This is an optimization exercise on Yosys and OpenROAD, whose aim is small area, not a production implementation.
Only simulation tests tie the RTL to the original design; equivalence was not proved.
No driver is modelled on the clock port, so clocking that relies on it looks cheaper here than on a real chip.
No activity file was given, so power comes from the tool's default toggle rates.

==> flow/design.v (excerpt) <==
module music_player_top(
	 play_button,   
	 next_button,   
	 reset_n,       
	 clk,
	 New_Frame,
	 sample_out,
	 play_led,
	 song_led);
	input 	clk;
	input 	play_button;
	input 	next_button;
	input    reset_n;
	input  New_Frame;
	output [15:0] sample_out;
	wire reset = ~reset_n;
	output [1:0] song_led;
	output play_led;
	wire next;
	button_press_unit next_button_press_unit(
	   .clk(clk),
	   .reset(reset),
	   .in(next_button),
	   .out(next));
	wire play;
	wire[1:0]song;
	music_player music_player_inst(
      .clk(clk),
      .reset(reset),
      .play_button(play_button),
      .next(next), 
      .New_Frame(New_Frame), 
      .sample_out(sample_out),
  	   .play(play),
		.song(song));
  assign	play_led=~play;
  assign song_led=~song;  
   endmodule
Size in the first run: ~1100 cells after synthesis, roughly 180 flip-flops, about 24 I/O pins, about 0.0099 mm^2 of cells after synthesis.
Settings: LEC_CHECK=0, ABC_AREA=1, CAP_MARGIN=20, CORE_MARGIN=2, CORE_UTILIZATION=40, CTS_BUF_LIST=sky130_fd_sc_hd__clkbuf_8, GPL_TIMING_DRIVEN=0, SLEW_MARGIN=20; clock period 10.0 ns.
standard.sh (not shown) runs the stock make flow with config.mk's settings and CLKGATE_MAP_FILE= SYNTH_SCRIPT=/design/flow/synth_recipe.tcl, a recipe that flattens the netlist after the stock synthesis.
==> flow/flow/run.sh <==
#!/bin/bash
# Own layout flow: the standard flow (standard.sh) with three changes:
#  - synthesis maps with an area-oriented ABC script (flow/abc_area.script);
#  - port buffers are the smallest buffer (buf_1) instead of the default pick;
#  - CTS inserts no dummy loads.
# Registers, floorplan, power grid, tap cells, repair and routing are the
# standard flow's.  Each tool's output goes to the ORFS logs under orfs/logs;
# make's own output goes to flow_make.log here.
set -euo pipefail
S=$PWD/scripts_area
rm -rf "$S"
cp -r "$FLOW_HOME/scripts" "$S"
cp flow/abc_area.script "$S/abc_area.script"
bash standard.sh SCRIPTS_DIR="$S" \
  BUFFER_PORTS_ARGS="-buffer_cell sky130_fd_sc_hd__buf_1" \
  CTS_ARGS="-sink_clustering_enable -repair_clock_nets -dont_use_dummy_load -buf_list sky130_fd_sc_hd__clkbuf_8" \
  finish > flow_make.log 2>&1
==> flow/flow/abc_area.script <==
strash
&get -n
&deepsyn -J 100
&put
amap
topo
Rerun with:
--- a/flow/flow/run.sh
+++ b/flow/flow/run.sh
@@ -2 +2 @@
-# Own layout flow: the standard flow (standard.sh) with three changes:
+# Own layout flow: the standard flow (standard.sh) with these changes:
@@ -3,0 +4,3 @@
+#  - synthesis extracts only full adders (extract_fa -fa): half adders are
+#    left to ABC, which maps incrementers and comparators better than fixed
+#    half-adder cells (and leaves none whose sum output ends up unused);
@@ -5 +8,4 @@
-#  - CTS inserts no dummy loads.
+#  - CTS inserts no dummy loads, and clock buffers whose sinks see a slew
+#    over 100 ps after CTS are upsized (flow/post_cts.tcl);
+#  - power recovery (downsizing cells off the critical paths) after global
+#    routing's timing repair.
@@ -13,0 +20,3 @@
+grep -q '^  extract_fa {\*}\[dont_use_extract_fa_args\]$' "$S/synth.tcl"
+sed -i 's/^  extract_fa {\*}\[dont_use_extract_fa_args\]$/  extract_fa -fa/' "$S/synth.tcl"
+grep -q '^  extract_fa -fa$' "$S/synth.tcl"
@@ -16,0 +26,2 @@
+  RECOVER_POWER=100 \
+  POST_CTS_TCL="$PWD/flow/post_cts.tcl" \
==> flow/flow/post_cts.tcl (new file) <==
estimate_parasitics -placement
set upsized 0
foreach inst [[ord::get_db_block] getInsts] {
  set master [[$inst getMaster] getName]
  if {$master ne "sky130_fd_sc_hd__clkbuf_8"} { continue }
  set name [$inst getName]
  set out [get_pins -of_objects [get_cells $name] -filter "direction==output"]
  set net [get_nets -of_objects $out]
  set worst 0.0
  foreach pin [get_pins -of_objects $net -filter "direction==input"] {
    foreach e {rise fall} {
      set s [get_property $pin slew_max_$e]
      if {$s > $worst} { set worst $s }
    }
  }
  if {$worst > 0.100} {
    puts "post_cts: $name worst sink slew [format %.3f $worst] ns, upsizing to clkbuf_16"
    replace_cell $name sky130_fd_sc_hd__clkbuf_16
    incr upsized
  }
}
puts "post_cts: upsized $upsized clock buffers"
if {$upsized > 0} {
  detailed_placement
  check_placement -verbose
  estimate_parasitics -placement
}
Clock skew fell by 17 ps.
Area after synthesis went down by about 6.6%.
Global-route usage came out higher by 1.2 points.
Synthesized cell count came out lower by 0.53%.
Hold slack barely changes.
Power fell by about 27%.
Sequential share of layout area goes up by 2.6 points.
Rerun with:
==> flow/flow/abc_area.script (replaced) <==
strash
&get -n
&deepsyn -J 100
&put
amap -F 4 -A 10
topo
--- a/flow/config.mk
+++ b/flow/config.mk
@@ -9 +9 @@
-export CAP_MARGIN = 20
+export CAP_MARGIN = 0
@@ -14 +14,2 @@
-export SLEW_MARGIN = 20
+export PLACE_DENSITY = 0.8
+export SLEW_MARGIN = 0
What happened: The new run produced a layout that fails on capacitance limit, slew limit. Die area drops by about 0.45%. Cell area drops by about 0.7%. Routed wire length falls by about 0.9%. Non-clock buffer count came out lower by 1. Count of clock-buffer cells in the layout is unchanged. Via count rises by about 4%. Synthesized area is lower by about 0.46%. Global-route usage shrinks by 0.46 points.
Rerun with:
--- a/flow/config.mk
+++ b/flow/config.mk
@@ -9 +9 @@
-export CAP_MARGIN = 0
+export CAP_MARGIN = 20
@@ -15 +15 @@
-export SLEW_MARGIN = 0
+export SLEW_MARGIN = 20
Result:
- Now the flow finished with timing, DRC and antenna clean
- via count decreases by 0.53%
- utilization increases by 0.28 points
- critical path depth stays the same
- fmax decreases by 1.0%
- routed wire length increases by 0.83%
- setup slack degrades by 97 ps
- area after synthesis is unchanged
- final area increases by 0.62%
- non-clock buffer count increases by 8
- synthesized cell count stays the same
Rerun with:
==> flow/flow/run.sh (replaced) <==
#!/bin/bash
# Own layout flow: the standard flow (standard.sh) with three changes:
#  - synthesis maps with an area-oriented ABC script (flow/abc_area.script);
#  - port buffers are the smallest buffer (buf_1) instead of the default pick;
#  - CTS inserts no dummy loads.
# Registers, floorplan, power grid, tap cells, repair and routing are the
# standard flow's.  Each tool's output goes to the ORFS logs under orfs/logs;
# make's own output goes to flow_make.log here.
set -euo pipefail
S=$PWD/scripts_area
rm -rf "$S"
cp -r "$FLOW_HOME/scripts" "$S"
cp flow/abc_area.script "$S/abc_area.script"
bash standard.sh SCRIPTS_DIR="$S" \
  BUFFER_PORTS_ARGS="-buffer_cell sky130_fd_sc_hd__buf_1" \
  CTS_ARGS="-sink_clustering_enable -repair_clock_nets -dont_use_dummy_load -buf_list sky130_fd_sc_hd__clkbuf_8" \
  RECOVER_POWER=100 \
  finish > flow_make.log 2>&1
==> flow/flow/abc_area.script (replaced) <==
strash
&get -n
&deepsyn -J 100
&put
amap
topo
--- a/flow/config.mk
+++ b/flow/config.mk
@@ -14 +13,0 @@
-export PLACE_DENSITY = 0.8
removed: flow/flow/post_cts.tcl
The changed run finished with timing, DRC and antenna clean.
Non-clock buffer count decreases by 6.
Via count is lower slightly.
Hold slack barely changes.
Worst setup slack gains 110 ps.
Final cell count increases by a few percent.
Clock power went down by a little under a tenth.
Die area went up by a little under a tenth.
Synthesized cell count increases by a few percent.
Power rose by well over a third.
Global-route usage is lower by 0.52 points.

separate check: timing with driven ports:
No port has a modelled driver above. Below, the same layouts with a new extraction and two added sets of constraints. Step 1 (the two cells are an assumption about what drives the block):
set clk [get_ports {clk}]
set_driving_cell -lib_cell sky130_fd_sc_hd__clkbuf_16 $clk
set_driving_cell -lib_cell sky130_fd_sc_hd__buf_2 [delete_from_list [all_inputs] $clk]
Step 2 times the ports against the registers' clock, not the clock port: input delays grow and output delays shrink by t, the midpoint of the rising clock arrivals with the driver on. a / b / c = ideal ports / drivers / drivers and shift; a / b = the first two.
run | t (ns) | slack for setup (ns) | hold slack, ns | slew at the worst register clock pin (ns)
the first run | 0.488 | 0.549 / 0.549 / 0.549 | 0.330 / 0.330 / 0.330 | 0.11 / 0.11
the second run | 0.422 | 0.424 / 0.424 / 0.424 | 0.329 / 0.329 / 0.329 | 0.10 / 0.10
the third run | 0.420 | 0.500 / 0.500 / 0.500 | 0.334 / 0.334 / 0.334 | 0.10 / 0.10
the fourth run | 0.419 | 0.403 / 0.403 / 0.403 | 0.329 / 0.329 / 0.329 | 0.10 / 0.10
the fifth run | 0.485 | 0.511 / 0.511 / 0.511 | 0.330 / 0.330 / 0.330 | 0.11 / 0.11
